What follows belongs to an exercise in optimizing a design on an open flow for small area and a short achievable clock period; a production flow would make more cautious choices. No run shown here included a check of the RTL's function; only the layout flow was run. No activity file was given, so power comes from the tool's default toggle rates.

==> flow/design.v, too long to show whole: its modules and the start of the top module <==
// module mul32_pipe: 2018 lines
// module mul_fa: 6 lines
// module mul_xor2: 5 lines
// module mul_maj3: 5 lines
// module mul_ha: 6 lines
module mul32_pipe(clk, rst, in_valid, a, b, out_valid, p);
  // ...
==> flow/flow/run.sh <==
#!/bin/bash
# Own layout flow: the standard ORFS flow (standard.sh), unchanged except that the
# port buffers that global placement inserts on every input and output use a plain buffer
# (buf_4) instead of the delay cell buffer_ports picks by default.
set -euo pipefail
export BUFFER_PORTS_ARGS="-buffer_cell sky130_fd_sc_hd__buf_4"
bash standard.sh finish > standard_flow.log 2>&1
==> flow/standard.sh <==
#!/bin/bash
# synth_recipe.tcl (not shown) runs the flow's synth.tcl, then flattens the netlist and writes it again
# the make line also repeats each setting of config.mk as NAME=value (left out here)
make -C /OpenROAD-flow-scripts/flow DESIGN_CONFIG=/design/flow/config.mk WORK_HOME=/design/flow/orfs CLKGATE_MAP_FILE= SYNTH_SCRIPT=/design/flow/synth_recipe.tcl "${@:-finish}"
==> flow/config.mk <==
export PLATFORM = sky130hd
export DESIGN_NAME = mul32_pipe
export DESIGN_NICKNAME = mul32_pipe
export VERILOG_FILES = /design/flow/design.v
export SDC_FILE = /design/flow/constraint.sdc
export NUM_CORES = 4
export LEC_CHECK = 0
export ABC_AREA = 1
export CAP_MARGIN = 20
export CORE_MARGIN = 2
export CORE_UTILIZATION = 40
export SLEW_MARGIN = 20
export SYNTH_HIERARCHICAL = 1
==> flow/constraint.sdc <==
create_clock -name core_clock -period 2.5 [get_ports {clk}]
set_input_delay 0.5000 -clock core_clock [delete_from_list [all_inputs] [get_ports {clk}]]
set_output_delay 0.5000 -clock core_clock [all_outputs]
set_load 0.01 [all_outputs]
==> results.cfg, run 1 <==
[outcome]
outcome = complete, but fails checks
violations = setup timing

[critical_path]
crit_family = adder cells
startpoint = rk3[92]$_DFF_P_
path_max_fanout = 3
cp_common_cell = nand2_4
worstReg2RegEnd = rk4[50]$_DFF_P_
reg2reg_slack_ns = -0.01
cp.required_ns = 3.03

[finish]
clock_buffers = 92
fin_util_pct = 48.98
largest_register_ffs = 306
seq_cell_count = 604
clk_share_pct = 5.181

[synthesis]
yosysTopAreaCellShare_pct = 31.58
synthMuxAreaShare_pct = 0
synth_most_common_cell = dfxtp_1

[timing]
fin_tns_setup_ns = -0.01403
layout_setup_ws_ns = -0.01098
maxSlewViolCount = 0
setup_viol = 2

[detailed_routing]
top_layer_used = met4
wl_met2_mm = 53.72
drc = 0
dr.pass1.iters = 6

[global_routing]
grtUsageMet1_pct = 30.00

[power]
p_clk_share_pct = 20.0
p_switching_w = 0.02046
p_int_w = 0.03327

[placement]
place_congestion = 0.8536

[floorplan]
dieArea_um2 = 98220
==> run 2: changes to the inputs <==
--- a/flow/design.v
+++ b/flow/design.v
@@ -1,22 +1,21 @@
 module mul32_pipe(clk, rst, in_valid, a, b, out_valid, p);
   input clk, rst, in_valid;
   input [31:0] a, b;
   output out_valid;
   output [63:0] p;
-  reg [3:0] vpipe;
+  reg [2:0] vpipe;
   always @(posedge clk)
-    if (rst) vpipe <= 4'd0;
-    else vpipe <= {vpipe[2:0], in_valid};
-  assign out_valid = vpipe[3];
+    if (rst) vpipe <= 3'd0;
+    else vpipe <= {vpipe[1:0], in_valid};
+  assign out_valid = vpipe[2];
   reg [305:0] rk1;
   reg [136:0] rk2;
-  reg [92:0] rk3;
-  reg [63:0] rk4;
+  reg [63:0] rk3;
   wire n1 = b[1] & ~b[0];
   wire n2 = b[2] ^ b[1];
   wire n3 = (b[3] & ~b[2] & ~b[1]) | (~b[3] & b[2] & b[1]);
   wire n4 = b[4] ^ b[3];
   wire n5 = (b[5] & ~b[4] & ~b[3]) | (~b[5] & b[4] & b[3]);
   wire n6 = b[6] ^ b[5];
   wire n7 = (b[7] & ~b[6] & ~b[5]) | (~b[7] & b[6] & b[5]);
   wire n8 = b[8] ^ b[7];
@@ -1666,21 +1665,21 @@
   wire hs1130, hc1130;
   mul_ha u1130(rk2[113], rk2[114], hs1130, hc1130);
   wire fs1131, fc1131;
   mul_fa u1131(rk2[116], rk2[117], rk2[118], fs1131, fc1131);
   wire fs1132, fc1132;
   mul_fa u1132(rk2[120], rk2[121], rk2[122], fs1132, fc1132);
   wire fs1133, fc1133;
   mul_fa u1133(rk2[124], rk2[125], rk2[126], fs1133, fc1133);
-  wire [30:0] s1134;
-  wire [29:0] s1134x = {fc1108, hc1107, hc1106, hc1105, hc1104, hc1103, hc1102, hc1101, hc1100, hc1099, hc1098, hc1097, hc1096, hc1095, hc1094, hc1093, hc1092, hc1091, hc1090, hc1089, hc1088, fc1087, fs1087, rk2[7], rk2[6], rk2[5], rk2[4], rk2[3], rk2[2], rk2[0]};
-  wire [29:0] s1134y = {fs1109, fs1108, hs1107, hs1106, hs1105, hs1104, hs1103, hs1102, hs1101, hs1100, hs1099, hs1098, hs1097, hs1096, hs1095, hs1094, hs1093, hs1092, hs1091, hs1090, hs1089, hs1088, 1'b0, 1'b0, 1'b0, 1'b0, 1'b0, 1'b0, 1'b0, rk2[1]};
-  wire [29:0] s1134_g0 = s1134x & s1134y;
-  wire [29:0] s1134_p0 = s1134x ^ s1134y;
+  wire [64:0] s1134;
+  wire [63:0] s1134x = {rk2[135], rk2[134], rk2[132], rk2[131], rk2[129], rk2[128], fc1133, fs1133, fc1132, fs1132, fc1131, fs1131, hc1130, fc1129, hc1128, fc1127, hc1126, fc1125, hc1124, fc1123, hc1122, fc1121, fc1120, fc1119, fc1118, fc1117, fc1116, fc1115, fc1114, fc1113, fc1112, fc1111, fc1110, fc1109, fc1108, hc1107, hc1106, hc1105, hc1104, hc1103, hc1102, hc1101, hc1100, hc1099, hc1098, hc1097, hc1096, hc1095, hc1094, hc1093, hc1092, hc1091, hc1090, hc1089, hc1088, fc1087, fs1087, rk2[7], rk2[6], rk2[5], rk2[4], rk2[3], rk2[2], rk2[0]};
+  wire [63:0] s1134y = {rk2[136], 1'b0, rk2[133], 1'b0, rk2[130], 1'b0, rk2[127], 1'b0, rk2[123], 1'b0, rk2[119], 1'b0, rk2[115], hs1130, fs1129, hs1128, fs1127, hs1126, fs1125, hs1124, fs1123, hs1122, fs1121, fs1120, fs1119, fs1118, fs1117, fs1116, fs1115, fs1114, fs1113, fs1112, fs1111, fs1110, fs1109, fs1108, hs1107, hs1106, hs1105, hs1104, hs1103, hs1102, hs1101, hs1100, hs1099, hs1098, hs1097, hs1096, hs1095, hs1094, hs1093, hs1092, hs1091, hs1090, hs1089, hs1088, 1'b0, 1'b0, 1'b0, 1'b0, 1'b0, 1'b0, 1'b0, rk2[1]};
+  wire [63:0] s1134_g0 = s1134x & s1134y;
+  wire [63:0] s1134_p0 = s1134x ^ s1134y;
   wire s1134_G1 = s1134_g0[1] | (s1134_p0[1] & s1134_g0[0]);
   wire s1134_P1 = s1134_p0[1] & s1134_p0[0];
   wire s1134_G2 = s1134_g0[3] | (s1134_p0[3] & s1134_g0[2]);
   wire s1134_P2 = s1134_p0[3] & s1134_p0[2];
   wire s1134_G3 = s1134_g0[5] | (s1134_p0[5] & s1134_g0[4]);
   wire s1134_P3 = s1134_p0[5] & s1134_p0[4];
   wire s1134_G4 = s1134_g0[7] | (s1134_p0[7] & s1134_g0[6]);
   wire s1134_P4 = s1134_p0[7] & s1134_p0[6];
@@ -1701,325 +1700,295 @@
   wire s1134_G12 = s1134_g0[23] | (s1134_p0[23] & s1134_g0[22]);
   wire s1134_P12 = s1134_p0[23] & s1134_p0[22];
   wire s1134_G13 = s1134_g0[25] | (s1134_p0[25] & s1134_g0[24]);
   wire s1134_P13 = s1134_p0[25] & s1134_p0[24];
   wire s1134_G14 = s1134_g0[27] | (s1134_p0[27] & s1134_g0[26]);
   wire s1134_P14 = s1134_p0[27] & s1134_p0[26];
   wire s1134_G15 = s1134_g0[29] | (s1134_p0[29] & s1134_g0[28]);
   wire s1134_P15 = s1134_p0[29] & s1134_p0[28];
-  wire s1134_G16 = s1134_g0[2] | (s1134_p0[2] & s1134_G1);
-  wire s1134_P16 = s1134_p0[2] & s1134_P1;
-  wire s1134_G17 = s1134_G2 | (s1134_P2 & s1134_G1);
-  wire s1134_P17 = s1134_P2 & s1134_P1;
-  wire s1134_G18 = s1134_g0[6] | (s1134_p0[6] & s1134_G3);
-  wire s1134_P18 = s1134_p0[6] & s1134_P3;
-  wire s1134_G19 = s1134_G4 | (s1134_P4 & s1134_G3);
-  wire s1134_P19 = s1134_P4 & s1134_P3;
-  wire s1134_G20 = s1134_g0[10] | (s1134_p0[10] & s1134_G5);
-  wire s1134_P20 = s1134_p0[10] & s1134_P5;
-  wire s1134_G21 = s1134_G6 | (s1134_P6 & s1134_G5);
-  wire s1134_P21 = s1134_P6 & s1134_P5;
-  wire s1134_G22 = s1134_g0[14] | (s1134_p0[14] & s1134_G7);
-  wire s1134_P22 = s1134_p0[14] & s1134_P7;
-  wire s1134_G23 = s1134_G8 | (s1134_P8 & s1134_G7);
-  wire s1134_P23 = s1134_P8 & s1134_P7;
-  wire s1134_G24 = s1134_g0[18] | (s1134_p0[18] & s1134_G9);
-  wire s1134_P24 = s1134_p0[18] & s1134_P9;
-  wire s1134_G25 = s1134_G10 | (s1134_P10 & s1134_G9);
-  wire s1134_P25 = s1134_P10 & s1134_P9;
-  wire s1134_G26 = s1134_g0[22] | (s1134_p0[22] & s1134_G11);
-  wire s1134_P26 = s1134_p0[22] & s1134_P11;
-  wire s1134_G27 = s1134_G12 | (s1134_P12 & s1134_G11);
-  wire s1134_P27 = s1134_P12 & s1134_P11;
-  wire s1134_G28 = s1134_g0[26] | (s1134_p0[26] & s1134_G13);
-  wire s1134_P28 = s1134_p0[26] & s1134_P13;
-  wire s1134_G29 = s1134_G14 | (s1134_P14 & s1134_G13);
-  wire s1134_P29 = s1134_P14 & s1134_P13;
-  wire s1134_G30 = s1134_g0[4] | (s1134_p0[4] & s1134_G17);
-  wire s1134_P30 = s1134_p0[4] & s1134_P17;
-  wire s1134_G31 = s1134_G3 | (s1134_P3 & s1134_G17);
-  wire s1134_P31 = s1134_P3 & s1134_P17;
-  wire s1134_G32 = s1134_G18 | (s1134_P18 & s1134_G17);
-  wire s1134_P32 = s1134_P18 & s1134_P17;
-  wire s1134_G33 = s1134_G19 | (s1134_P19 & s1134_G17);
-  wire s1134_P33 = s1134_P19 & s1134_P17;
-  wire s1134_G34 = s1134_g0[12] | (s1134_p0[12] & s1134_G21);
-  wire s1134_P34 = s1134_p0[12] & s1134_P21;
-  wire s1134_G35 = s1134_G7 | (s1134_P7 & s1134_G21);
-  wire s1134_P35 = s1134_P7 & s1134_P21;
-  wire s1134_G36 = s1134_G22 | (s1134_P22 & s1134_G21);
-  wire s1134_P36 = s1134_P22 & s1134_P21;
-  wire s1134_G37 = s1134_G23 | (s1134_P23 & s1134_G21);
-  wire s1134_P37 = s1134_P23 & s1134_P21;
-  wire s1134_G38 = s1134_g0[20] | (s1134_p0[20] & s1134_G25);
-  wire s1134_P38 = s1134_p0[20] & s1134_P25;
-  wire s1134_G39 = s1134_G11 | (s1134_P11 & s1134_G25);
-  wire s1134_P39 = s1134_P11 & s1134_P25;
-  wire s1134_G40 = s1134_G26 | (s1134_P26 & s1134_G25);
-  wire s1134_P40 = s1134_P26 & s1134_P25;
-  wire s1134_G41 = s1134_G27 | (s1134_P27 & s1134_G25);
-  wire s1134_P41 = s1134_P27 & s1134_P25;
-  wire s1134_G42 = s1134_g0[28] | (s1134_p0[28] & s1134_G29);
-  wire s1134_P42 = s1134_p0[28] & s1134_P29;
-  wire s1134_G43 = s1134_G15 | (s1134_P15 & s1134_G29);
-  wire s1134_P43 = s1134_P15 & s1134_P29;
-  wire s1134_G44 = s1134_g0[8] | (s1134_p0[8] & s1134_G33);
-  wire s1134_P44 = s1134_p0[8] & s1134_P33;
-  wire s1134_G45 = s1134_G5 | (s1134_P5 & s1134_G33);
-  wire s1134_P45 = s1134_P5 & s1134_P33;
-  wire s1134_G46 = s1134_G20 | (s1134_P20 & s1134_G33);
-  wire s1134_P46 = s1134_P20 & s1134_P33;
-  wire s1134_G47 = s1134_G21 | (s1134_P21 & s1134_G33);
-  wire s1134_P47 = s1134_P21 & s1134_P33;
-  wire s1134_G48 = s1134_G34 | (s1134_P34 & s1134_G33);
-  wire s1134_P48 = s1134_P34 & s1134_P33;
-  wire s1134_G49 = s1134_G35 | (s1134_P35 & s1134_G33);
-  wire s1134_P49 = s1134_P35 & s1134_P33;
-  wire s1134_G50 = s1134_G36 | (s1134_P36 & s1134_G33);
-  wire s1134_P50 = s1134_P36 & s1134_P33;
-  wire s1134_G51 = s1134_G37 | (s1134_P37 & s1134_G33);
-  wire s1134_P51 = s1134_P37 & s1134_P33;
-  wire s1134_G52 = s1134_g0[24] | (s1134_p0[24] & s1134_G41);
-  wire s1134_P52 = s1134_p0[24] & s1134_P41;
-  wire s1134_G53 = s1134_G13 | (s1134_P13 & s1134_G41);
-  wire s1134_P53 = s1134_P13 & s1134_P41;
-  wire s1134_G54 = s1134_G28 | (s1134_P28 & s1134_G41);
-  wire s1134_P54 = s1134_P28 & s1134_P41;
-  wire s1134_G55 = s1134_G29 | (s1134_P29 & s1134_G41);
-  wire s1134_P55 = s1134_P29 & s1134_P41;
-  wire s1134_G56 = s1134_G42 | (s1134_P42 & s1134_G41);
-  wire s1134_P56 = s1134_P42 & s1134_P41;
-  wire s1134_G57 = s1134_G43 | (s1134_P43 & s1134_G41);
-  wire s1134_P57 = s1134_P43 & s1134_P41;
-  wire s1134_G58 = s1134_g0[16] | (s1134_p0[16] & s1134_G51);
-  wire s1134_P58 = s1134_p0[16] & s1134_P51;
-  wire s1134_G59 = s1134_G9 | (s1134_P9 & s1134_G51);
-  wire s1134_P59 = s1134_P9 & s1134_P51;
-  wire s1134_G60 = s1134_G24 | (s1134_P24 & s1134_G51);
-  wire s1134_P60 = s1134_P24 & s1134_P51;
-  wire s1134_G61 = s1134_G25 | (s1134_P25 & s1134_G51);
-  wire s1134_P61 = s1134_P25 & s1134_P51;
-  wire s1134_G62 = s1134_G38 | (s1134_P38 & s1134_G51);
-  wire s1134_P62 = s1134_P38 & s1134_P51;
-  wire s1134_G63 = s1134_G39 | (s1134_P39 & s1134_G51);
-  wire s1134_P63 = s1134_P39 & s1134_P51;
-  wire s1134_G64 = s1134_G40 | (s1134_P40 & s1134_G51);
-  wire s1134_P64 = s1134_P40 & s1134_P51;
-  wire s1134_G65 = s1134_G41 | (s1134_P41 & s1134_G51);
-  wire s1134_P65 = s1134_P41 & s1134_P51;
-  wire s1134_G66 = s1134_G52 | (s1134_P52 & s1134_G51);
-  wire s1134_P66 = s1134_P52 & s1134_P51;
-  wire s1134_G67 = s1134_G53 | (s1134_P53 & s1134_G51);
-  wire s1134_P67 = s1134_P53 & s1134_P51;
-  wire s1134_G68 = s1134_G54 | (s1134_P54 & s1134_G51);
-  wire s1134_P68 = s1134_P54 & s1134_P51;
-  wire s1134_G69 = s1134_G55 | (s1134_P55 & s1134_G51);
-  wire s1134_P69 = s1134_P55 & s1134_P51;
-  wire s1134_G70 = s1134_G56 | (s1134_P56 & s1134_G51);
-  wire s1134_P70 = s1134_P56 & s1134_P51;
-  wire s1134_G71 = s1134_G57 | (s1134_P57 & s1134_G51);
-  wire s1134_P71 = s1134_P57 & s1134_P51;
+  wire s1134_G16 = s1134_g0[31] | (s1134_p0[31] & s1134_g0[30]);
+  wire s1134_P16 = s1134_p0[31] & s1134_p0[30];
+  wire s1134_G17 = s1134_g0[33] | (s1134_p0[33] & s1134_g0[32]);
+  wire s1134_P17 = s1134_p0[33] & s1134_p0[32];
+  wire s1134_G18 = s1134_g0[35] | (s1134_p0[35] & s1134_g0[34]);
+  wire s1134_P18 = s1134_p0[35] & s1134_p0[34];
+  wire s1134_G19 = s1134_g0[37] | (s1134_p0[37] & s1134_g0[36]);
+  wire s1134_P19 = s1134_p0[37] & s1134_p0[36];
+  wire s1134_G20 = s1134_g0[39] | (s1134_p0[39] & s1134_g0[38]);
+  wire s1134_P20 = s1134_p0[39] & s1134_p0[38];
+  wire s1134_G21 = s1134_g0[41] | (s1134_p0[41] & s1134_g0[40]);
+  wire s1134_P21 = s1134_p0[41] & s1134_p0[40];
+  wire s1134_G22 = s1134_g0[43] | (s1134_p0[43] & s1134_g0[42]);
+  wire s1134_P22 = s1134_p0[43] & s1134_p0[42];
+  wire s1134_G23 = s1134_g0[45] | (s1134_p0[45] & s1134_g0[44]);
+  wire s1134_P23 = s1134_p0[45] & s1134_p0[44];
+  wire s1134_G24 = s1134_g0[47] | (s1134_p0[47] & s1134_g0[46]);
+  wire s1134_P24 = s1134_p0[47] & s1134_p0[46];
+  wire s1134_G25 = s1134_g0[49] | (s1134_p0[49] & s1134_g0[48]);
+  wire s1134_P25 = s1134_p0[49] & s1134_p0[48];
+  wire s1134_G26 = s1134_g0[51] | (s1134_p0[51] & s1134_g0[50]);
+  wire s1134_P26 = s1134_p0[51] & s1134_p0[50];
+  wire s1134_G27 = s1134_g0[53] | (s1134_p0[53] & s1134_g0[52]);
+  wire s1134_P27 = s1134_p0[53] & s1134_p0[52];
+  wire s1134_G28 = s1134_g0[55] | (s1134_p0[55] & s1134_g0[54]);
+  wire s1134_P28 = s1134_p0[55] & s1134_p0[54];
+  wire s1134_G29 = s1134_g0[57] | (s1134_p0[57] & s1134_g0[56]);
+  wire s1134_P29 = s1134_p0[57] & s1134_p0[56];
+  wire s1134_G30 = s1134_g0[59] | (s1134_p0[59] & s1134_g0[58]);
+  wire s1134_P30 = s1134_p0[59] & s1134_p0[58];
+  wire s1134_G31 = s1134_g0[61] | (s1134_p0[61] & s1134_g0[60]);
+  wire s1134_P31 = s1134_p0[61] & s1134_p0[60];
+  wire s1134_G32 = s1134_g0[63] | (s1134_p0[63] & s1134_g0[62]);
+  wire s1134_P32 = s1134_p0[63] & s1134_p0[62];
+  wire s1134_G33 = s1134_G2 | (s1134_P2 & s1134_G1);
+  wire s1134_P33 = s1134_P2 & s1134_P1;
+  wire s1134_G34 = s1134_G4 | (s1134_P4 & s1134_G3);
+  wire s1134_P34 = s1134_P4 & s1134_P3;
+  wire s1134_G35 = s1134_G6 | (s1134_P6 & s1134_G5);
+  wire s1134_P35 = s1134_P6 & s1134_P5;
+  wire s1134_G36 = s1134_G8 | (s1134_P8 & s1134_G7);
+  wire s1134_P36 = s1134_P8 & s1134_P7;
+  wire s1134_G37 = s1134_G10 | (s1134_P10 & s1134_G9);
+  wire s1134_P37 = s1134_P10 & s1134_P9;
+  wire s1134_G38 = s1134_G12 | (s1134_P12 & s1134_G11);
+  wire s1134_P38 = s1134_P12 & s1134_P11;
+  wire s1134_G39 = s1134_G14 | (s1134_P14 & s1134_G13);
+  wire s1134_P39 = s1134_P14 & s1134_P13;
+  wire s1134_G40 = s1134_G16 | (s1134_P16 & s1134_G15);
+  wire s1134_P40 = s1134_P16 & s1134_P15;
+  wire s1134_G41 = s1134_G18 | (s1134_P18 & s1134_G17);
+  wire s1134_P41 = s1134_P18 & s1134_P17;
+  wire s1134_G42 = s1134_G20 | (s1134_P20 & s1134_G19);
+  wire s1134_P42 = s1134_P20 & s1134_P19;
+  wire s1134_G43 = s1134_G22 | (s1134_P22 & s1134_G21);
+  wire s1134_P43 = s1134_P22 & s1134_P21;
+  wire s1134_G44 = s1134_G24 | (s1134_P24 & s1134_G23);
+  wire s1134_P44 = s1134_P24 & s1134_P23;
+  wire s1134_G45 = s1134_G26 | (s1134_P26 & s1134_G25);
+  wire s1134_P45 = s1134_P26 & s1134_P25;
+  wire s1134_G46 = s1134_G28 | (s1134_P28 & s1134_G27);
+  wire s1134_P46 = s1134_P28 & s1134_P27;
+  wire s1134_G47 = s1134_G30 | (s1134_P30 & s1134_G29);
+  wire s1134_P47 = s1134_P30 & s1134_P29;
+  wire s1134_G48 = s1134_G32 | (s1134_P32 & s1134_G31);
+  wire s1134_P48 = s1134_P32 & s1134_P31;
+  wire s1134_G49 = s1134_G34 | (s1134_P34 & s1134_G33);
+  wire s1134_P49 = s1134_P34 & s1134_P33;
+  wire s1134_G50 = s1134_G36 | (s1134_P36 & s1134_G35);
+  wire s1134_P50 = s1134_P36 & s1134_P35;
+  wire s1134_G51 = s1134_G38 | (s1134_P38 & s1134_G37);
+  wire s1134_P51 = s1134_P38 & s1134_P37;
+  wire s1134_G52 = s1134_G40 | (s1134_P40 & s1134_G39);
+  wire s1134_P52 = s1134_P40 & s1134_P39;
+  wire s1134_G53 = s1134_G42 | (s1134_P42 & s1134_G41);
+  wire s1134_P53 = s1134_P42 & s1134_P41;
+  wire s1134_G54 = s1134_G44 | (s1134_P44 & s1134_G43);
+  wire s1134_P54 = s1134_P44 & s1134_P43;
+  wire s1134_G55 = s1134_G46 | (s1134_P46 & s1134_G45);
+  wire s1134_P55 = s1134_P46 & s1134_P45;
+  wire s1134_G56 = s1134_G48 | (s1134_P48 & s1134_G47);
+  wire s1134_P56 = s1134_P48 & s1134_P47;
+  wire s1134_G57 = s1134_G50 | (s1134_P50 & s1134_G49);
+  wire s1134_P57 = s1134_P50 & s1134_P49;
+  wire s1134_G58 = s1134_G52 | (s1134_P52 & s1134_G51);
+  wire s1134_P58 = s1134_P52 & s1134_P51;
+  wire s1134_G59 = s1134_G54 | (s1134_P54 & s1134_G53);
+  wire s1134_P59 = s1134_P54 & s1134_P53;
+  wire s1134_G60 = s1134_G56 | (s1134_P56 & s1134_G55);
+  wire s1134_P60 = s1134_P56 & s1134_P55;
+  wire s1134_G61 = s1134_G58 | (s1134_P58 & s1134_G57);
+  wire s1134_P61 = s1134_P58 & s1134_P57;
+  wire s1134_G62 = s1134_G60 | (s1134_P60 & s1134_G59);
+  wire s1134_P62 = s1134_P60 & s1134_P59;
+  wire s1134_G63 = s1134_G62 | (s1134_P62 & s1134_G61);
+  wire s1134_P63 = s1134_P62 & s1134_P61;
+  wire s1134_G64 = s1134_G59 | (s1134_P59 & s1134_G61);
+  wire s1134_P64 = s1134_P59 & s1134_P61;
+  wire s1134_G65 = s1134_G51 | (s1134_P51 & s1134_G57);
+  wire s1134_P65 = s1134_P51 & s1134_P57;
+  wire s1134_G66 = s1134_G53 | (s1134_P53 & s1134_G61);
+  wire s1134_P66 = s1134_P53 & s1134_P61;
+  wire s1134_G67 = s1134_G55 | (s1134_P55 & s1134_G64);
+  wire s1134_P67 = s1134_P55 & s1134_P64;
+  wire s1134_G68 = s1134_G35 | (s1134_P35 & s1134_G49);
+  wire s1134_P68 = s1134_P35 & s1134_P49;
+  wire s1134_G69 = s1134_G37 | (s1134_P37 & s1134_G57);
+  wire s1134_P69 = s1134_P37 & s1134_P57;
+  wire s1134_G70 = s1134_G39 | (s1134_P39 & s1134_G65);
+  wire s1134_P70 = s1134_P39 & s1134_P65;
+  wire s1134_G71 = s1134_G41 | (s1134_P41 & s1134_G61);
+  wire s1134_P71 = s1134_P41 & s1134_P61;
+  wire s1134_G72 = s1134_G43 | (s1134_P43 & s1134_G66);
+  wire s1134_P72 = s1134_P43 & s1134_P66;
+  wire s1134_G73 = s1134_G45 | (s1134_P45 & s1134_G64);
+  wire s1134_P73 = s1134_P45 & s1134_P64;
+  wire s1134_G74 = s1134_G47 | (s1134_P47 & s1134_G67);
+  wire s1134_P74 = s1134_P47 & s1134_P67;
+  wire s1134_G75 = s1134_G3 | (s1134_P3 & s1134_G33);
+  wire s1134_P75 = s1134_P3 & s1134_P33;
+  wire s1134_G76 = s1134_G5 | (s1134_P5 & s1134_G49);
+  wire s1134_P76 = s1134_P5 & s1134_P49;
+  wire s1134_G77 = s1134_G7 | (s1134_P7 & s1134_G68);
+  wire s1134_P77 = s1134_P7 & s1134_P68;
+  wire s1134_G78 = s1134_G9 | (s1134_P9 & s1134_G57);
+  wire s1134_P78 = s1134_P9 & s1134_P57;
+  wire s1134_G79 = s1134_G11 | (s1134_P11 & s1134_G69);
+  wire s1134_P79 = s1134_P11 & s1134_P69;
+  wire s1134_G80 = s1134_G13 | (s1134_P13 & s1134_G65);
+  wire s1134_P80 = s1134_P13 & s1134_P65;
+  wire s1134_G81 = s1134_G15 | (s1134_P15 & s1134_G70);
+  wire s1134_P81 = s1134_P15 & s1134_P70;
+  wire s1134_G82 = s1134_G17 | (s1134_P17 & s1134_G61);
+  wire s1134_P82 = s1134_P17 & s1134_P61;
+  wire s1134_G83 = s1134_G19 | (s1134_P19 & s1134_G71);
+  wire s1134_P83 = s1134_P19 & s1134_P71;
+  wire s1134_G84 = s1134_G21 | (s1134_P21 & s1134_G66);
+  wire s1134_P84 = s1134_P21 & s1134_P66;
+  wire s1134_G85 = s1134_G23 | (s1134_P23 & s1134_G72);
+  wire s1134_P85 = s1134_P23 & s1134_P72;
+  wire s1134_G86 = s1134_G25 | (s1134_P25 & s1134_G64);
+  wire s1134_P86 = s1134_P25 & s1134_P64;
+  wire s1134_G87 = s1134_G27 | (s1134_P27 & s1134_G73);
+  wire s1134_P87 = s1134_P27 & s1134_P73;
+  wire s1134_G88 = s1134_G29 | (s1134_P29 & s1134_G67);
+  wire s1134_P88 = s1134_P29 & s1134_P67;
+  wire s1134_G89 = s1134_G31 | (s1134_P31 & s1134_G74);
+  wire s1134_P89 = s1134_P31 & s1134_P74;
+  wire s1134_G90 = s1134_g0[2] | (s1134_p0[2] & s1134_G1);
+  wire s1134_P90 = s1134_p0[2] & s1134_P1;
+  wire s1134_G91 = s1134_g0[4] | (s1134_p0[4] & s1134_G33);
+  wire s1134_P91 = s1134_p0[4] & s1134_P33;
+  wire s1134_G92 = s1134_g0[6] | (s1134_p0[6] & s1134_G75);
+  wire s1134_P92 = s1134_p0[6] & s1134_P75;
+  wire s1134_G93 = s1134_g0[8] | (s1134_p0[8] & s1134_G49);
+  wire s1134_P93 = s1134_p0[8] & s1134_P49;
+  wire s1134_G94 = s1134_g0[10] | (s1134_p0[10] & s1134_G76);
+  wire s1134_P94 = s1134_p0[10] & s1134_P76;
+  wire s1134_G95 = s1134_g0[12] | (s1134_p0[12] & s1134_G68);
+  wire s1134_P95 = s1134_p0[12] & s1134_P68;
+  wire s1134_G96 = s1134_g0[14] | (s1134_p0[14] & s1134_G77);
+  wire s1134_P96 = s1134_p0[14] & s1134_P77;
+  wire s1134_G97 = s1134_g0[16] | (s1134_p0[16] & s1134_G57);
+  wire s1134_P97 = s1134_p0[16] & s1134_P57;
+  wire s1134_G98 = s1134_g0[18] | (s1134_p0[18] & s1134_G78);
+  wire s1134_P98 = s1134_p0[18] & s1134_P78;
+  wire s1134_G99 = s1134_g0[20] | (s1134_p0[20] & s1134_G69);
+  wire s1134_P99 = s1134_p0[20] & s1134_P69;
+  wire s1134_G100 = s1134_g0[22] | (s1134_p0[22] & s1134_G79);
+  wire s1134_P100 = s1134_p0[22] & s1134_P79;
+  wire s1134_G101 = s1134_g0[24] | (s1134_p0[24] & s1134_G65);
+  wire s1134_P101 = s1134_p0[24] & s1134_P65;
+  wire s1134_G102 = s1134_g0[26] | (s1134_p0[26] & s1134_G80);
+  wire s1134_P102 = s1134_p0[26] & s1134_P80;
+  wire s1134_G103 = s1134_g0[28] | (s1134_p0[28] & s1134_G70);
+  wire s1134_P103 = s1134_p0[28] & s1134_P70;
+  wire s1134_G104 = s1134_g0[30] | (s1134_p0[30] & s1134_G81);
+  wire s1134_P104 = s1134_p0[30] & s1134_P81;
+  wire s1134_G105 = s1134_g0[32] | (s1134_p0[32] & s1134_G61);
+  wire s1134_P105 = s1134_p0[32] & s1134_P61;
+  wire s1134_G106 = s1134_g0[34] | (s1134_p0[34] & s1134_G82);
+  wire s1134_P106 = s1134_p0[34] & s1134_P82;
+  wire s1134_G107 = s1134_g0[36] | (s1134_p0[36] & s1134_G71);
+  wire s1134_P107 = s1134_p0[36] & s1134_P71;
+  wire s1134_G108 = s1134_g0[38] | (s1134_p0[38] & s1134_G83);
+  wire s1134_P108 = s1134_p0[38] & s1134_P83;
+  wire s1134_G109 = s1134_g0[40] | (s1134_p0[40] & s1134_G66);
+  wire s1134_P109 = s1134_p0[40] & s1134_P66;
+  wire s1134_G110 = s1134_g0[42] | (s1134_p0[42] & s1134_G84);
+  wire s1134_P110 = s1134_p0[42] & s1134_P84;
+  wire s1134_G111 = s1134_g0[44] | (s1134_p0[44] & s1134_G72);
+  wire s1134_P111 = s1134_p0[44] & s1134_P72;
+  wire s1134_G112 = s1134_g0[46] | (s1134_p0[46] & s1134_G85);
+  wire s1134_P112 = s1134_p0[46] & s1134_P85;
+  wire s1134_G113 = s1134_g0[48] | (s1134_p0[48] & s1134_G64);
+  wire s1134_P113 = s1134_p0[48] & s1134_P64;
+  wire s1134_G114 = s1134_g0[50] | (s1134_p0[50] & s1134_G86);
+  wire s1134_P114 = s1134_p0[50] & s1134_P86;
+  wire s1134_G115 = s1134_g0[52] | (s1134_p0[52] & s1134_G73);
+  wire s1134_P115 = s1134_p0[52] & s1134_P73;
+  wire s1134_G116 = s1134_g0[54] | (s1134_p0[54] & s1134_G87);
+  wire s1134_P116 = s1134_p0[54] & s1134_P87;
+  wire s1134_G117 = s1134_g0[56] | (s1134_p0[56] & s1134_G67);
+  wire s1134_P117 = s1134_p0[56] & s1134_P67;
+  wire s1134_G118 = s1134_g0[58] | (s1134_p0[58] & s1134_G88);
+  wire s1134_P118 = s1134_p0[58] & s1134_P88;
+  wire s1134_G119 = s1134_g0[60] | (s1134_p0[60] & s1134_G74);
+  wire s1134_P119 = s1134_p0[60] & s1134_P74;
+  wire s1134_G120 = s1134_g0[62] | (s1134_p0[62] & s1134_G89);
+  wire s1134_P120 = s1134_p0[62] & s1134_P89;
   assign s1134[0] = s1134_p0[0] ^ 1'b0;
   assign s1134[1] = s1134_p0[1] ^ s1134_g0[0];
   assign s1134[2] = s1134_p0[2] ^ s1134_G1;
-  assign s1134[3] = s1134_p0[3] ^ s1134_G16;
-  assign s1134[4] = s1134_p0[4] ^ s1134_G17;
-  assign s1134[5] = s1134_p0[5] ^ s1134_G30;
-  assign s1134[6] = s1134_p0[6] ^ s1134_G31;
-  assign s1134[7] = s1134_p0[7] ^ s1134_G32;
-  assign s1134[8] = s1134_p0[8] ^ s1134_G33;
-  assign s1134[9] = s1134_p0[9] ^ s1134_G44;
-  assign s1134[10] = s1134_p0[10] ^ s1134_G45;
-  assign s1134[11] = s1134_p0[11] ^ s1134_G46;
-  assign s1134[12] = s1134_p0[12] ^ s1134_G47;
-  assign s1134[13] = s1134_p0[13] ^ s1134_G48;
-  assign s1134[14] = s1134_p0[14] ^ s1134_G49;
-  assign s1134[15] = s1134_p0[15] ^ s1134_G50;
-  assign s1134[16] = s1134_p0[16] ^ s1134_G51;
-  assign s1134[17] = s1134_p0[17] ^ s1134_G58;
-  assign s1134[18] = s1134_p0[18] ^ s1134_G59;
-  assign s1134[19] = s1134_p0[19] ^ s1134_G60;
-  assign s1134[20] = s1134_p0[20] ^ s1134_G61;
-  assign s1134[21] = s1134_p0[21] ^ s1134_G62;
-  assign s1134[22] = s1134_p0[22] ^ s1134_G63;
-  assign s1134[23] = s1134_p0[23] ^ s1134_G64;
+  assign s1134[3] = s1134_p0[3] ^ s1134_G90;
+  assign s1134[4] = s1134_p0[4] ^ s1134_G33;
+  assign s1134[5] = s1134_p0[5] ^ s1134_G91;
+  assign s1134[6] = s1134_p0[6] ^ s1134_G75;
+  assign s1134[7] = s1134_p0[7] ^ s1134_G92;
+  assign s1134[8] = s1134_p0[8] ^ s1134_G49;
+  assign s1134[9] = s1134_p0[9] ^ s1134_G93;
+  assign s1134[10] = s1134_p0[10] ^ s1134_G76;
+  assign s1134[11] = s1134_p0[11] ^ s1134_G94;
+  assign s1134[12] = s1134_p0[12] ^ s1134_G68;
+  assign s1134[13] = s1134_p0[13] ^ s1134_G95;
+  assign s1134[14] = s1134_p0[14] ^ s1134_G77;
+  assign s1134[15] = s1134_p0[15] ^ s1134_G96;
+  assign s1134[16] = s1134_p0[16] ^ s1134_G57;
+  assign s1134[17] = s1134_p0[17] ^ s1134_G97;
+  assign s1134[18] = s1134_p0[18] ^ s1134_G78;
+  assign s1134[19] = s1134_p0[19] ^ s1134_G98;
+  assign s1134[20] = s1134_p0[20] ^ s1134_G69;
+  assign s1134[21] = s1134_p0[21] ^ s1134_G99;
+  assign s1134[22] = s1134_p0[22] ^ s1134_G79;
+  assign s1134[23] = s1134_p0[23] ^ s1134_G100;
   assign s1134[24] = s1134_p0[24] ^ s1134_G65;
-  assign s1134[25] = s1134_p0[25] ^ s1134_G66;
-  assign s1134[26] = s1134_p0[26] ^ s1134_G67;
-  assign s1134[27] = s1134_p0[27] ^ s1134_G68;
-  assign s1134[28] = s1134_p0[28] ^ s1134_G69;
-  assign s1134[29] = s1134_p0[29] ^ s1134_G70;
-  assign s1134[30] = s1134_G71;
-  wire [34:0] s1135;
-  wire [33:0] s1135x = {rk3[60], rk3[59], rk3[57], rk3[56], rk3[54], rk3[53], rk3[51], rk3[50], rk3[48], rk3[47], rk3[45], rk3[44], rk3[42], rk3[40], rk3[38], rk3[36], rk3[34], rk3[32], rk3[30], rk3[28], rk3[26], rk3[24], rk3[22], rk3[20], rk3[18], rk3[16], rk3[14], rk3[12], rk3[10], rk3[8], rk3[6], rk3[4], rk3[2], rk3[0]};
-  wire [33:0] s1135y = {rk3[61], 1'b0, rk3[58], 1'b0, rk3[55], 1'b0, rk3[52], 1'b0, rk3[49], 1'b0, rk3[46], 1'b0, rk3[43], rk3[41], rk3[39], rk3[37], rk3[35], rk3[33], rk3[31], rk3[29], rk3[27], rk3[25], rk3[23], rk3[21], rk3[19], rk3[17], rk3[15], rk3[13], rk3[11], rk3[9], rk3[7], rk3[5], rk3[3], rk3[1]};
-  wire [33:0] s1135_g0 = s1135x & s1135y;
-  wire [33:0] s1135_p0 = s1135x ^ s1135y;
-  wire s1135_gc = s1135_g0[0] | (s1135_p0[0] & rk3[92]);
-  wire s1135_G1 = s1135_g0[1] | (s1135_p0[1] & s1135_gc);
-  wire s1135_P1 = s1135_p0[1] & s1135_p0[0];
-  wire s1135_G2 = s1135_g0[3] | (s1135_p0[3] & s1135_g0[2]);
-  wire s1135_P2 = s1135_p0[3] & s1135_p0[2];
-  wire s1135_G3 = s1135_g0[5] | (s1135_p0[5] & s1135_g0[4]);
-  wire s1135_P3 = s1135_p0[5] & s1135_p0[4];
-  wire s1135_G4 = s1135_g0[7] | (s1135_p0[7] & s1135_g0[6]);
-  wire s1135_P4 = s1135_p0[7] & s1135_p0[6];
-  wire s1135_G5 = s1135_g0[9] | (s1135_p0[9] & s1135_g0[8]);
-  wire s1135_P5 = s1135_p0[9] & s1135_p0[8];
-  wire s1135_G6 = s1135_g0[11] | (s1135_p0[11] & s1135_g0[10]);
-  wire s1135_P6 = s1135_p0[11] & s1135_p0[10];
-  wire s1135_G7 = s1135_g0[13] | (s1135_p0[13] & s1135_g0[12]);
-  wire s1135_P7 = s1135_p0[13] & s1135_p0[12];
-  wire s1135_G8 = s1135_g0[15] | (s1135_p0[15] & s1135_g0[14]);
-  wire s1135_P8 = s1135_p0[15] & s1135_p0[14];
-  wire s1135_G9 = s1135_g0[17] | (s1135_p0[17] & s1135_g0[16]);
-  wire s1135_P9 = s1135_p0[17] & s1135_p0[16];
-  wire s1135_G10 = s1135_g0[19] | (s1135_p0[19] & s1135_g0[18]);
-  wire s1135_P10 = s1135_p0[19] & s1135_p0[18];
-  wire s1135_G11 = s1135_g0[21] | (s1135_p0[21] & s1135_g0[20]);
-  wire s1135_P11 = s1135_p0[21] & s1135_p0[20];
-  wire s1135_G12 = s1135_g0[23] | (s1135_p0[23] & s1135_g0[22]);
-  wire s1135_P12 = s1135_p0[23] & s1135_p0[22];
-  wire s1135_G13 = s1135_g0[25] | (s1135_p0[25] & s1135_g0[24]);
-  wire s1135_P13 = s1135_p0[25] & s1135_p0[24];
-  wire s1135_G14 = s1135_g0[27] | (s1135_p0[27] & s1135_g0[26]);
-  wire s1135_P14 = s1135_p0[27] & s1135_p0[26];
-  wire s1135_G15 = s1135_g0[29] | (s1135_p0[29] & s1135_g0[28]);
-  wire s1135_P15 = s1135_p0[29] & s1135_p0[28];
-  wire s1135_G16 = s1135_g0[31] | (s1135_p0[31] & s1135_g0[30]);
-  wire s1135_P16 = s1135_p0[31] & s1135_p0[30];
-  wire s1135_G17 = s1135_g0[33] | (s1135_p0[33] & s1135_g0[32]);
-  wire s1135_P17 = s1135_p0[33] & s1135_p0[32];
-  wire s1135_G18 = s1135_G2 | (s1135_P2 & s1135_G1);
-  wire s1135_P18 = s1135_P2 & s1135_P1;
-  wire s1135_G19 = s1135_G4 | (s1135_P4 & s1135_G3);
-  wire s1135_P19 = s1135_P4 & s1135_P3;
-  wire s1135_G20 = s1135_G6 | (s1135_P6 & s1135_G5);
-  wire s1135_P20 = s1135_P6 & s1135_P5;
-  wire s1135_G21 = s1135_G8 | (s1135_P8 & s1135_G7);
-  wire s1135_P21 = s1135_P8 & s1135_P7;
-  wire s1135_G22 = s1135_G10 | (s1135_P10 & s1135_G9);
-  wire s1135_P22 = s1135_P10 & s1135_P9;
-  wire s1135_G23 = s1135_G12 | (s1135_P12 & s1135_G11);
-  wire s1135_P23 = s1135_P12 & s1135_P11;
-  wire s1135_G24 = s1135_G14 | (s1135_P14 & s1135_G13);
-  wire s1135_P24 = s1135_P14 & s1135_P13;
-  wire s1135_G25 = s1135_G16 | (s1135_P16 & s1135_G15);
-  wire s1135_P25 = s1135_P16 & s1135_P15;
-  wire s1135_G26 = s1135_G19 | (s1135_P19 & s1135_G18);
-  wire s1135_P26 = s1135_P19 & s1135_P18;
-  wire s1135_G27 = s1135_G21 | (s1135_P21 & s1135_G20);
-  wire s1135_P27 = s1135_P21 & s1135_P20;
-  wire s1135_G28 = s1135_G23 | (s1135_P23 & s1135_G22);
-  wire s1135_P28 = s1135_P23 & s1135_P22;
-  wire s1135_G29 = s1135_G25 | (s1135_P25 & s1135_G24);
-  wire s1135_P29 = s1135_P25 & s1135_P24;
-  wire s1135_G30 = s1135_G27 | (s1135_P27 & s1135_G26);
-  wire s1135_P30 = s1135_P27 & s1135_P26;
-  wire s1135_G31 = s1135_G29 | (s1135_P29 & s1135_G28);
-  wire s1135_P31 = s1135_P29 & s1135_P28;
-  wire s1135_G32 = s1135_G31 | (s1135_P31 & s1135_G30);
-  wire s1135_P32 = s1135_P31 & s1135_P30;
-  wire s1135_G33 = s1135_G28 | (s1135_P28 & s1135_G30);
-  wire s1135_P33 = s1135_P28 & s1135_P30;
-  wire s1135_G34 = s1135_G20 | (s1135_P20 & s1135_G26);
-  wire s1135_P34 = s1135_P20 & s1135_P26;
-  wire s1135_G35 = s1135_G22 | (s1135_P22 & s1135_G30);
-  wire s1135_P35 = s1135_P22 & s1135_P30;
-  wire s1135_G36 = s1135_G24 | (s1135_P24 & s1135_G33);
-  wire s1135_P36 = s1135_P24 & s1135_P33;
-  wire s1135_G37 = s1135_G3 | (s1135_P3 & s1135_G18);
-  wire s1135_P37 = s1135_P3 & s1135_P18;
-  wire s1135_G38 = s1135_G5 | (s1135_P5 & s1135_G26);
-  wire s1135_P38 = s1135_P5 & s1135_P26;
-  wire s1135_G39 = s1135_G7 | (s1135_P7 & s1135_G34);
-  wire s1135_P39 = s1135_P7 & s1135_P34;
-  wire s1135_G40 = s1135_G9 | (s1135_P9 & s1135_G30);
-  wire s1135_P40 = s1135_P9 & s1135_P30;
-  wire s1135_G41 = s1135_G11 | (s1135_P11 & s1135_G35);
-  wire s1135_P41 = s1135_P11 & s1135_P35;
-  wire s1135_G42 = s1135_G13 | (s1135_P13 & s1135_G33);
-  wire s1135_P42 = s1135_P13 & s1135_P33;
-  wire s1135_G43 = s1135_G15 | (s1135_P15 & s1135_G36);
-  wire s1135_P43 = s1135_P15 & s1135_P36;
-  wire s1135_G44 = s1135_G17 | (s1135_P17 & s1135_G32);
-  wire s1135_P44 = s1135_P17 & s1135_P32;
-  wire s1135_G45 = s1135_g0[2] | (s1135_p0[2] & s1135_G1);
-  wire s1135_P45 = s1135_p0[2] & s1135_P1;
-  wire s1135_G46 = s1135_g0[4] | (s1135_p0[4] & s1135_G18);
-  wire s1135_P46 = s1135_p0[4] & s1135_P18;
-  wire s1135_G47 = s1135_g0[6] | (s1135_p0[6] & s1135_G37);
-  wire s1135_P47 = s1135_p0[6] & s1135_P37;
-  wire s1135_G48 = s1135_g0[8] | (s1135_p0[8] & s1135_G26);
-  wire s1135_P48 = s1135_p0[8] & s1135_P26;
-  wire s1135_G49 = s1135_g0[10] | (s1135_p0[10] & s1135_G38);
-  wire s1135_P49 = s1135_p0[10] & s1135_P38;
-  wire s1135_G50 = s1135_g0[12] | (s1135_p0[12] & s1135_G34);
-  wire s1135_P50 = s1135_p0[12] & s1135_P34;
-  wire s1135_G51 = s1135_g0[14] | (s1135_p0[14] & s1135_G39);
-  wire s1135_P51 = s1135_p0[14] & s1135_P39;
-  wire s1135_G52 = s1135_g0[16] | (s1135_p0[16] & s1135_G30);
-  wire s1135_P52 = s1135_p0[16] & s1135_P30;
-  wire s1135_G53 = s1135_g0[18] | (s1135_p0[18] & s1135_G40);
-  wire s1135_P53 = s1135_p0[18] & s1135_P40;
-  wire s1135_G54 = s1135_g0[20] | (s1135_p0[20] & s1135_G35);
-  wire s1135_P54 = s1135_p0[20] & s1135_P35;
-  wire s1135_G55 = s1135_g0[22] | (s1135_p0[22] & s1135_G41);
-  wire s1135_P55 = s1135_p0[22] & s1135_P41;
-  wire s1135_G56 = s1135_g0[24] | (s1135_p0[24] & s1135_G33);
-  wire s1135_P56 = s1135_p0[24] & s1135_P33;
-  wire s1135_G57 = s1135_g0[26] | (s1135_p0[26] & s1135_G42);
-  wire s1135_P57 = s1135_p0[26] & s1135_P42;
-  wire s1135_G58 = s1135_g0[28] | (s1135_p0[28] & s1135_G36);
-  wire s1135_P58 = s1135_p0[28] & s1135_P36;
-  wire s1135_G59 = s1135_g0[30] | (s1135_p0[30] & s1135_G43);
-  wire s1135_P59 = s1135_p0[30] & s1135_P43;
-  wire s1135_G60 = s1135_g0[32] | (s1135_p0[32] & s1135_G32);
-  wire s1135_P60 = s1135_p0[32] & s1135_P32;
-  assign s1135[0] = s1135_p0[0] ^ rk3[92];
-  assign s1135[1] = s1135_p0[1] ^ s1135_gc;
-  assign s1135[2] = s1135_p0[2] ^ s1135_G1;
-  assign s1135[3] = s1135_p0[3] ^ s1135_G45;
-  assign s1135[4] = s1135_p0[4] ^ s1135_G18;
-  assign s1135[5] = s1135_p0[5] ^ s1135_G46;
-  assign s1135[6] = s1135_p0[6] ^ s1135_G37;
-  assign s1135[7] = s1135_p0[7] ^ s1135_G47;
-  assign s1135[8] = s1135_p0[8] ^ s1135_G26;
-  assign s1135[9] = s1135_p0[9] ^ s1135_G48;
-  assign s1135[10] = s1135_p0[10] ^ s1135_G38;
-  assign s1135[11] = s1135_p0[11] ^ s1135_G49;
-  assign s1135[12] = s1135_p0[12] ^ s1135_G34;
-  assign s1135[13] = s1135_p0[13] ^ s1135_G50;
-  assign s1135[14] = s1135_p0[14] ^ s1135_G39;
-  assign s1135[15] = s1135_p0[15] ^ s1135_G51;
-  assign s1135[16] = s1135_p0[16] ^ s1135_G30;
-  assign s1135[17] = s1135_p0[17] ^ s1135_G52;
-  assign s1135[18] = s1135_p0[18] ^ s1135_G40;
-  assign s1135[19] = s1135_p0[19] ^ s1135_G53;
-  assign s1135[20] = s1135_p0[20] ^ s1135_G35;
-  assign s1135[21] = s1135_p0[21] ^ s1135_G54;
-  assign s1135[22] = s1135_p0[22] ^ s1135_G41;
-  assign s1135[23] = s1135_p0[23] ^ s1135_G55;
-  assign s1135[24] = s1135_p0[24] ^ s1135_G33;
-  assign s1135[25] = s1135_p0[25] ^ s1135_G56;
-  assign s1135[26] = s1135_p0[26] ^ s1135_G42;
-  assign s1135[27] = s1135_p0[27] ^ s1135_G57;
-  assign s1135[28] = s1135_p0[28] ^ s1135_G36;
-  assign s1135[29] = s1135_p0[29] ^ s1135_G58;
-  assign s1135[30] = s1135_p0[30] ^ s1135_G43;
-  assign s1135[31] = s1135_p0[31] ^ s1135_G59;
-  assign s1135[32] = s1135_p0[32] ^ s1135_G32;
-  assign s1135[33] = s1135_p0[33] ^ s1135_G60;
-  assign s1135[34] = s1135_G44;
+  assign s1134[25] = s1134_p0[25] ^ s1134_G101;
+  assign s1134[26] = s1134_p0[26] ^ s1134_G80;
+  assign s1134[27] = s1134_p0[27] ^ s1134_G102;
+  assign s1134[28] = s1134_p0[28] ^ s1134_G70;
+  assign s1134[29] = s1134_p0[29] ^ s1134_G103;
+  assign s1134[30] = s1134_p0[30] ^ s1134_G81;
+  assign s1134[31] = s1134_p0[31] ^ s1134_G104;
+  assign s1134[32] = s1134_p0[32] ^ s1134_G61;
+  assign s1134[33] = s1134_p0[33] ^ s1134_G105;
+  assign s1134[34] = s1134_p0[34] ^ s1134_G82;
+  assign s1134[35] = s1134_p0[35] ^ s1134_G106;
+  assign s1134[36] = s1134_p0[36] ^ s1134_G71;
+  assign s1134[37] = s1134_p0[37] ^ s1134_G107;
+  assign s1134[38] = s1134_p0[38] ^ s1134_G83;
+  assign s1134[39] = s1134_p0[39] ^ s1134_G108;
+  assign s1134[40] = s1134_p0[40] ^ s1134_G66;
+  assign s1134[41] = s1134_p0[41] ^ s1134_G109;
+  assign s1134[42] = s1134_p0[42] ^ s1134_G84;
+  assign s1134[43] = s1134_p0[43] ^ s1134_G110;
+  assign s1134[44] = s1134_p0[44] ^ s1134_G72;
+  assign s1134[45] = s1134_p0[45] ^ s1134_G111;
+  assign s1134[46] = s1134_p0[46] ^ s1134_G85;
+  assign s1134[47] = s1134_p0[47] ^ s1134_G112;
+  assign s1134[48] = s1134_p0[48] ^ s1134_G64;
+  assign s1134[49] = s1134_p0[49] ^ s1134_G113;
+  assign s1134[50] = s1134_p0[50] ^ s1134_G86;
+  assign s1134[51] = s1134_p0[51] ^ s1134_G114;
+  assign s1134[52] = s1134_p0[52] ^ s1134_G73;
+  assign s1134[53] = s1134_p0[53] ^ s1134_G115;
+  assign s1134[54] = s1134_p0[54] ^ s1134_G87;
+  assign s1134[55] = s1134_p0[55] ^ s1134_G116;
+  assign s1134[56] = s1134_p0[56] ^ s1134_G67;
+  assign s1134[57] = s1134_p0[57] ^ s1134_G117;
+  assign s1134[58] = s1134_p0[58] ^ s1134_G88;
+  assign s1134[59] = s1134_p0[59] ^ s1134_G118;
+  assign s1134[60] = s1134_p0[60] ^ s1134_G74;
+  assign s1134[61] = s1134_p0[61] ^ s1134_G119;
+  assign s1134[62] = s1134_p0[62] ^ s1134_G89;
+  assign s1134[63] = s1134_p0[63] ^ s1134_G120;
+  assign s1134[64] = s1134_G63;
   always @(posedge clk) rk1 <= {fs908, fs788, fc787, fs787, fc786, fc907, fs907, fc906, fs906, fc905, fs784, fs905, fc904, fs783, fc782, fs904, fc903, fs782, fs903, fc902, fs780, fs902, fc901, fs778, fs777, fs901, fc900, fs776, fs775, fs900, fc899, fc898, fs899, fs898, fc897, fc896, fs772, fs897, fs896, fc895, fc894, fs895, fs894, fc893, fc892, fs893, fs892, fc891, fc890, fs764, fs891, fs890, fc889, fc888, fs761, fs889, fs888, fc887, fc886, fs758, fs757, fs887, fs886, fc885, fc884, fc883, fs885, fs884, fs883, fc882, fc881, fs752, fs751, fs882, fs881, fc880, fc879, fs748, fs747, fs880, fs879, fc878, fc877, fc876, fs878, fs877, fs876, fc875, fc874, fc873, fs875, fs874, fs873, fc872, fc871, fc870, fs736, fs872, fs871, fs870, fc869, fc868, fc867, fs732, fs731, fs869, fs868, fs867, fc866, fc865, fc864, fs728, fs866, fs865, fs864, fc863, fc862, fc861, fs723, fs863, fs862, fs861, fc860, fc859, fc858, fs718, fs717, fs860, fs859, fs858, fc857, fc856, fc855, fs713, fs712, fs857, fs856, fs855, fc854, fc853, fc852, fc851, fs708, fs854, fs853, fs852, fs851, fc850, fc849, fc848, fs703, fs702, fs850, fs849, fs848, fc847, fc846, fc845, fc844, fs847, fs846, fs845, fs844, fc843, fc842, fc841, fs692, fs691, fs843, fs842, fs841, fc840, fc839, fc838, fc837, fs840, fs839, fs838, fs837, fc836, fc835, fc834, fs682, fs836, fs835, fs834, fc833, fc832, fc831, fs677, fs833, fs832, fs831, fc830, fc829, fc828, fs672, fs671, fs830, fs829, fs828, fc827, fc826, fc825, fs827, fs826, fs825, fc824, fc823, fc822, fs824, fs823, fs822, fc821, fc820, fc819, fs659, fs821, fs820, fs819, fc818, fc817, fs655, fs654, fs818, fs817, fc816, fc815, fs651, fs650, fs816, fs815, fc814, fc813, fc812, fs814, fs813, fs812, fc811, fc810, fs644, fs811, fs810, fc809, fc808, fs640, fs809, fs808, fc807, fc806, fs637, fs636, fs807, fs806, fc805, fc804, fs805, fs804, fc803, fc802, fs803, fs802, fc801, fc800, fs628, fs801, fs800, fc799, fs626, fs625, fs799, fc798, fs623, fs622, fs798, fc797, fc796, fs797, fs796, fc795, fs619, fs795, fc794, fs617, fs794, fc793, fs615, fc614, fs793, fc792, fs792, fc791, fs791, fc790, fs611, fs790, fs610, fc609, fs609, n100, fc789, fs789, fs608, n33, n32, b[1]};
   always @(posedge clk) rk2 <= {fc1050, rk1[305], fs1050, fs990, fc1086, fs1086, fs1049, fc1085, fs1085, fs1048, fs987, fc986, fc1084, fs1084, fs1047, fc1046, fc1083, fs1083, fs1045, fc1044, fc1082, fs1082, fs1043, fc1042, fs1042, fc1041, fc1081, fs1081, fc1080, fs1040, fs1080, fc1079, fs1079, fc1078, fs1038, fs1078, fc1077, fs1077, fc1076, fs1036, fs1076, fc1075, fs1075, fc1074, fs1034, fs1074, fc1073, fs1032, fs1073, fc1072, fs1031, fs1072, fc1071, fs1028, fs1071, fc1070, fs1027, fs1070, fc1069, fs1025, fs1069, fc1068, fs1023, fs1068, fc1067, fs1021, fs1067, fc1066, fs1018, fs1066, fc1065, fs1017, fs1065, fc1064, fs1014, fs1064, fc1063, fs1012, fs1063, fc1062, fs1010, fs1062, fc1061, fs1008, fs1061, fc1060, fs1060, fc1059, fs1059, fc1058, fs1058, fc1057, fs1057, fc1056, fs1056, fc1055, fs1055, fc1054, fs1054, fc1053, fs1053, fc1052, fs998, fs1052, fs997, fc996, fs996, fc995, fs995, fc994, fs994, fc993, fs993, fc992, fs992, fs914, fs913, fc912, fs912, fc911, fs911, fc910, fs910, rk1[19], rk1[15], rk1[14], rk1[13], rk1[12], fc1051, fs1051, fs991, fs909, rk1[4], rk1[3], rk1[2], rk1[1], rk1[0]};
-  always @(posedge clk) rk3 <= {s1134[30], s1134[29], s1134[28], s1134[27], s1134[26], s1134[25], s1134[24], s1134[23], s1134[22], s1134[21], s1134[20], s1134[19], s1134[18], s1134[17], s1134[16], s1134[15], s1134[14], s1134[13], s1134[12], s1134[11], s1134[10], s1134[9], s1134[8], s1134[7], s1134[6], s1134[5], s1134[4], s1134[3], s1134[2], s1134[1], s1134[0], rk2[136], rk2[135], rk2[134], rk2[133], rk2[132], rk2[131], rk2[130], rk2[129], rk2[128], rk2[127], fc1133, fs1133, rk2[123], fc1132, fs1132, rk2[119], fc1131, fs1131, rk2[115], hc1130, hs1130, fc1129, fs1129, hc1128, hs1128, fc1127, fs1127, hc1126, hs1126, fc1125, fs1125, hc1124, hs1124, fc1123, fs1123, hc1122, hs1122, fc1121, fs1121, fc1120, fs1120, fc1119, fs1119, fc1118, fs1118, fc1117, fs1117, fc1116, fs1116, fc1115, fs1115, fc1114, fs1114, fc1113, fs1113, fc1112, fs1112, fc1111, fs1111, fc1110, fs1110, fc1109};
-  always @(posedge clk) rk4 <= {s1135[33], s1135[32], s1135[31], s1135[30], s1135[29], s1135[28], s1135[27], s1135[26], s1135[25], s1135[24], s1135[23], s1135[22], s1135[21], s1135[20], s1135[19], s1135[18], s1135[17], s1135[16], s1135[15], s1135[14], s1135[13], s1135[12], s1135[11], s1135[10], s1135[9], s1135[8], s1135[7], s1135[6], s1135[5], s1135[4], s1135[3], s1135[2], s1135[1], s1135[0], rk3[91], rk3[90], rk3[89], rk3[88], rk3[87], rk3[86], rk3[85], rk3[84], rk3[83], rk3[82], rk3[81], rk3[80], rk3[79], rk3[78], rk3[77], rk3[76], rk3[75], rk3[74], rk3[73], rk3[72], rk3[71], rk3[70], rk3[69], rk3[68], rk3[67], rk3[66], rk3[65], rk3[64], rk3[63], rk3[62]};
-  assign p = {rk4[63], rk4[62], rk4[61], rk4[60], rk4[59], rk4[58], rk4[57], rk4[56], rk4[55], rk4[54], rk4[53], rk4[52], rk4[51], rk4[50], rk4[49], rk4[48], rk4[47], rk4[46], rk4[45], rk4[44], rk4[43], rk4[42], rk4[41], rk4[40], rk4[39], rk4[38], rk4[37], rk4[36], rk4[35], rk4[34], rk4[33], rk4[32], rk4[31], rk4[30], rk4[29], rk4[28], rk4[27], rk4[26], rk4[25], rk4[24], rk4[23], rk4[22], rk4[21], rk4[20], rk4[19], rk4[18], rk4[17], rk4[16], rk4[15], rk4[14], rk4[13], rk4[12], rk4[11], rk4[10], rk4[9], rk4[8], rk4[7], rk4[6], rk4[5], rk4[4], rk4[3], rk4[2], rk4[1], rk4[0]};
+  always @(posedge clk) rk3 <= {s1134[63], s1134[62], s1134[61], s1134[60], s1134[59], s1134[58], s1134[57], s1134[56], s1134[55], s1134[54], s1134[53], s1134[52], s1134[51], s1134[50], s1134[49], s1134[48], s1134[47], s1134[46], s1134[45], s1134[44], s1134[43], s1134[42], s1134[41], s1134[40], s1134[39], s1134[38], s1134[37], s1134[36], s1134[35], s1134[34], s1134[33], s1134[32], s1134[31], s1134[30], s1134[29], s1134[28], s1134[27], s1134[26], s1134[25], s1134[24], s1134[23], s1134[22], s1134[21], s1134[20], s1134[19], s1134[18], s1134[17], s1134[16], s1134[15], s1134[14], s1134[13], s1134[12], s1134[11], s1134[10], s1134[9], s1134[8], s1134[7], s1134[6], s1134[5], s1134[4], s1134[3], s1134[2], s1134[1], s1134[0]};
+  assign p = {rk3[63], rk3[62], rk3[61], rk3[60], rk3[59], rk3[58], rk3[57], rk3[56], rk3[55], rk3[54], rk3[53], rk3[52], rk3[51], rk3[50], rk3[49], rk3[48], rk3[47], rk3[46], rk3[45], rk3[44], rk3[43], rk3[42], rk3[41], rk3[40], rk3[39], rk3[38], rk3[37], rk3[36], rk3[35], rk3[34], rk3[33], rk3[32], rk3[31], rk3[30], rk3[29], rk3[28], rk3[27], rk3[26], rk3[25], rk3[24], rk3[23], rk3[22], rk3[21], rk3[20], rk3[19], rk3[18], rk3[17], rk3[16], rk3[15], rk3[14], rk3[13], rk3[12], rk3[11], rk3[10], rk3[9], rk3[8], rk3[7], rk3[6], rk3[5], rk3[4], rk3[3], rk3[2], rk3[1], rk3[0]};
 endmodule
 module mul_fa(x, y, z, s, c);
   input x, y, z;
   output s, c;
   assign s = x ^ y ^ z;
   assign c = (x & y) | (y & z) | (x & z);
 endmodule
 module mul_xor2(x, y, s);
==> run 2 against run 1 <==
  * The layout still fails its checks (setup timing)
  * Flip-flop and latch count down 94
  * Critical path depth up 4
  * Design area down 11%
  * Clock skew down 0.012 ns
  * Clock power down 15%
  * Largest power group unchanged
  * Highest routed layer unchanged
==> results.cfg, run 2 <==
[synthesis]
synth_top_family_by_area = adder cells
synthAdderAreaFrac_pct = 35.07
yosys-top-cells-count = xor2_1, fa_1, dfxtp_1
synth_area_um2 = 32690
avgSynthCellArea_um2 = 11.27
synth.distinct_cells = 36
synth_xor_area_share_pct = 14.57
ys.warnings.count = 7
synth_most_common_cell = xor2_1
synth-compound-area-share_pct = 10.75
seq_area_frac_synth_pct = 31.23
synth_edf_count = 0
ys_seq_elements = 510
yosysTopAreaCellShare_pct = 31.47
synthMuxAreaShare_pct = 0
yosys.area_share.simple_pct = 3.333
async_flop_share_pct = 0
yosys.area.top_type = fa_1
synthCells = 2900
ys.flop_type = dfxtp_1
yosys-top-cells-area = fa_1, dfxtp_1, xor2_1

[outcome]
violations = setup timing
outcome = complete, but fails checks

[finish]
drive_gt1_share_pct = 25.48
reg_top3 = rk1 x306, rk2 x137, rk3 x64
largest_register_ffs = 306
final_common_cell = xor2_1
antenna_cells = 0
areaGrowthSynthToFinish_pct = 25.82
fillers = 7043
final_cell_mix = xor2_1, dfxtp_1, fa_1, buf_4, o22ai_1
fin_util_pct = 50.99
nets = 3899
max_flop_register = rk1

[floorplan]
io_pins = 132
start_util_pct = 40.52
die_w_um = 289.9
die-height_um = 289.9
core_area_um2 = 80680
rows = 104
dieArea_um2 = 84040

[timing]
finalCritPeriodShare_pct = 119.7
rsz0062_at_grt = true
whs_ns = 0.07545
fmaxAchievable_mhz = 334.3
clock_skew_ns = 0.02264
fin_tns_setup_ns = -13.08
maxSlewViolCount = 0
setup_viol = 39
min_period_ns = 2.992
layout_setup_ws_ns = -0.4917
finalHoldViolations = 0

[critical_path]
regToRegStartpoint = rk2[60]$_DFF_P_
endpoint_kind = register
cp.required_ns = 3.01
path_max_fanout = 3
path_class = register to register
cp.arrival_ns = 3.50
startpoint = rk2[60]$_DFF_P_
cp-start-kind = register

[job]
cap_violations = 0

[global_routing]
grt-ovfl-total = 0
grt_pass1_wl_mm = 163.7
track_usage_pct = 25.60
grt_pass1_vias = 26576
grt_max_degree = 42
antenna_found_initial = 0

[power]
leakagePower_nw = 17.88
p_clk_share_pct = 16.0
ir_worst_vdd_mv = 1.015
p_per_area_nw_per_um2 = 1379
total_power_w = 0.05671
p_switching_w = 0.02247
p_int_w = 0.03424
swShare_pct = 39.61
power_frac_comb_pct = 58.0
seqPwrFrac_pct = 26.0

[hold_path]
min_from = in_valid
worstHoldPathType = primary input to register

[clock_network]
clk_latency_ns = 0.64
cts_root_buffer = clkbuf_16
clkSlewWorstSetupHoldPaths_ns = 0.06
cts_num_sinks = 510
cts_buffer_depth = 3
htree_levels = 2
cts_inserted_buffers = 59
cts_tree = built

[detailed_routing]
routedWlPerCell_um = 24.78
route.vias.total = 24184
final_antenna_net_count = 0
wl_mm = 107.4
drc = 0
via_per_inst = 5.581
dr.pass1.iters = 5
drtIter0Drc = 2358

[placement]
port_buffers = 131
dp_slack_ns = -0.6153
place_congestion = 0.9047
hpwl_mm = 75.52
-- run 2: changes by cell type after synthesis, moves of 19 or more --
cell	before	now
buf_2	93	59
buf_4	39	0
buf_6	61	0
clkbuf_1	21	159
dfxtp_1	604	510
inv_2	27	3
nand2_1	176	157
nand2_2	26	6
nor2_1	29	62
nor2_2	38	0
o22ai_1	76	496
o22ai_2	420	0
-- run 2: power groups by stage --
stage | clock (W) | combinational [W] | sequential (W)
floorplan | 0 | 0.0178 | 0.0146
global placement | 0 | 0.0297 | 0.0148
detailed placement | 0 | 0.0308 | 0.0149
CTS | 0.00925 | 0.0327 | 0.0148
global route | 0.00957 | 0.0369 | 0.0152
finish | 0.00909 | 0.0329 | 0.0147
-- run 2: path summary, 6_finish.rpt --
check        cells after the start  slack (ns)                  end
max                             18       -0.49      rk3[63]$_DFF_P_
min                              3        0.08  vpipe[0]$_SDFF_PP0_
max reg2reg                     18       -0.49      rk3[63]$_DFF_P_
min reg2reg                      0        0.32      rk2[12]$_DFF_P_
-- run 2: modules after synthesis (local to each module, per instance) --
module | cells inside | times used
mul_ha | 1 | 34
mul_fa | 1 | 492
mul32_pipe | 2374 | 1
-- run 2: layout make-up --
type                       count  area [um^2]  area share, %
timing repair buffer         509         4851          11.79
inverter                     158        595.6          1.448
clock buffer                  82         1674          4.070
tap                         1060         1326          3.224
clock inverter                28        369.1         0.8973
multi-input combinational   1986        22110          53.74
sequential                   510        10220          24.83
-- run 2: what timing repair did --
| action | CTS | global route |
|---|---|---|
| buffers inserted | 7 | 5 |
| hold buffers | 1 | 0 |
| gates resized for setup | 70 | 34 |
| endpoints found under the hold margin | 1 | 0 |
| pin swaps | 46 | 26 |
| setup endpoints to repair | 46 | 40 |
-- run 2: critical path: stages (launching register included) --
cell and delay [ns]:
dfxtp_2 0.32, fa_1 0.60, ha_4 0.23, a21o_1 0.16, nor2_2 0.13, nand2_2 0.07
a21oi_4 0.26, nand2_8 0.11, buf_6 0.13, nand2_4 0.07, nand2_8 0.08, nand2_4 0.10
nand2_8 0.07, nand2_4 0.08, nand2_4 0.06, nand2_2 0.06, nand2_2 0.06, ha_4 0.15
xnor2_1 0.12
-- run 2: per-layer routing --
| layer | track usage, % | part of all wire [%] |
|---|---|---|
| met1 | 32.27 | 38 |
| met2 | 42.18 | 48 |
| met3 | 5.070 | 8.9 |
| met4 | 12.50 | 5.4 |
| met5 | 0 | 0 |
-- run 2: through the flow --
| stage | instances | instance area [um^2] |
|---|---|---|
| floorplan | 2915 | 33940 |
| global placement | 4214 | 38490 |
| detailed placement | 4214 | 38490 |
| CTS | 4331 | 40950 |
| global route | 4333 | 41140 |
| finish | 4333 | 41140 |
-- run 2: cells by family (layout without fill, tap and decap cells) --
kind of cell,after synthesis,count (layout)
AO/OA/AOI/OAI,563,563
XOR/XNOR,544,544
other,1,16
flip-flops,510,510
adder cells (fa/ha/maj),608,608
buffers and inverters,419,777
AND/OR/NAND/NOR,255,255

-- afterwards: timing with drivers on the ports --
In the flow no input, the clock included, has a driving cell. The finished layouts below were timed again as built, in two steps. Step 1 assumes that a clkbuf_16 drives the clock port and a buf_2 every other input. Step 2 moves the port delays by t, midway between the first and last clock arrival at a register: inputs arrive t later, outputs are due t later. That takes back most of the time a late clock gives input paths. Slacks: ideal / step 1 / step 2; pairs: ideal / step 1.
run | shift t [ns] | setup slack, ns | worst hold slack (ns) | slew at the worst register clock pin (ns)
run 1 | 0.705 | -0.011 / -0.011 / -0.336 | 0.053 / 0.013 / 0.320 | 0.07 / 0.07
run 2 | 0.690 | -0.492 / -0.492 / -0.492 | 0.075 / 0.044 / 0.323 | 0.07 / 0.07
For run 1, which loses most, drivers alone change the setup slack by 0.000 ns; drivers and shift together by -0.325 ns.
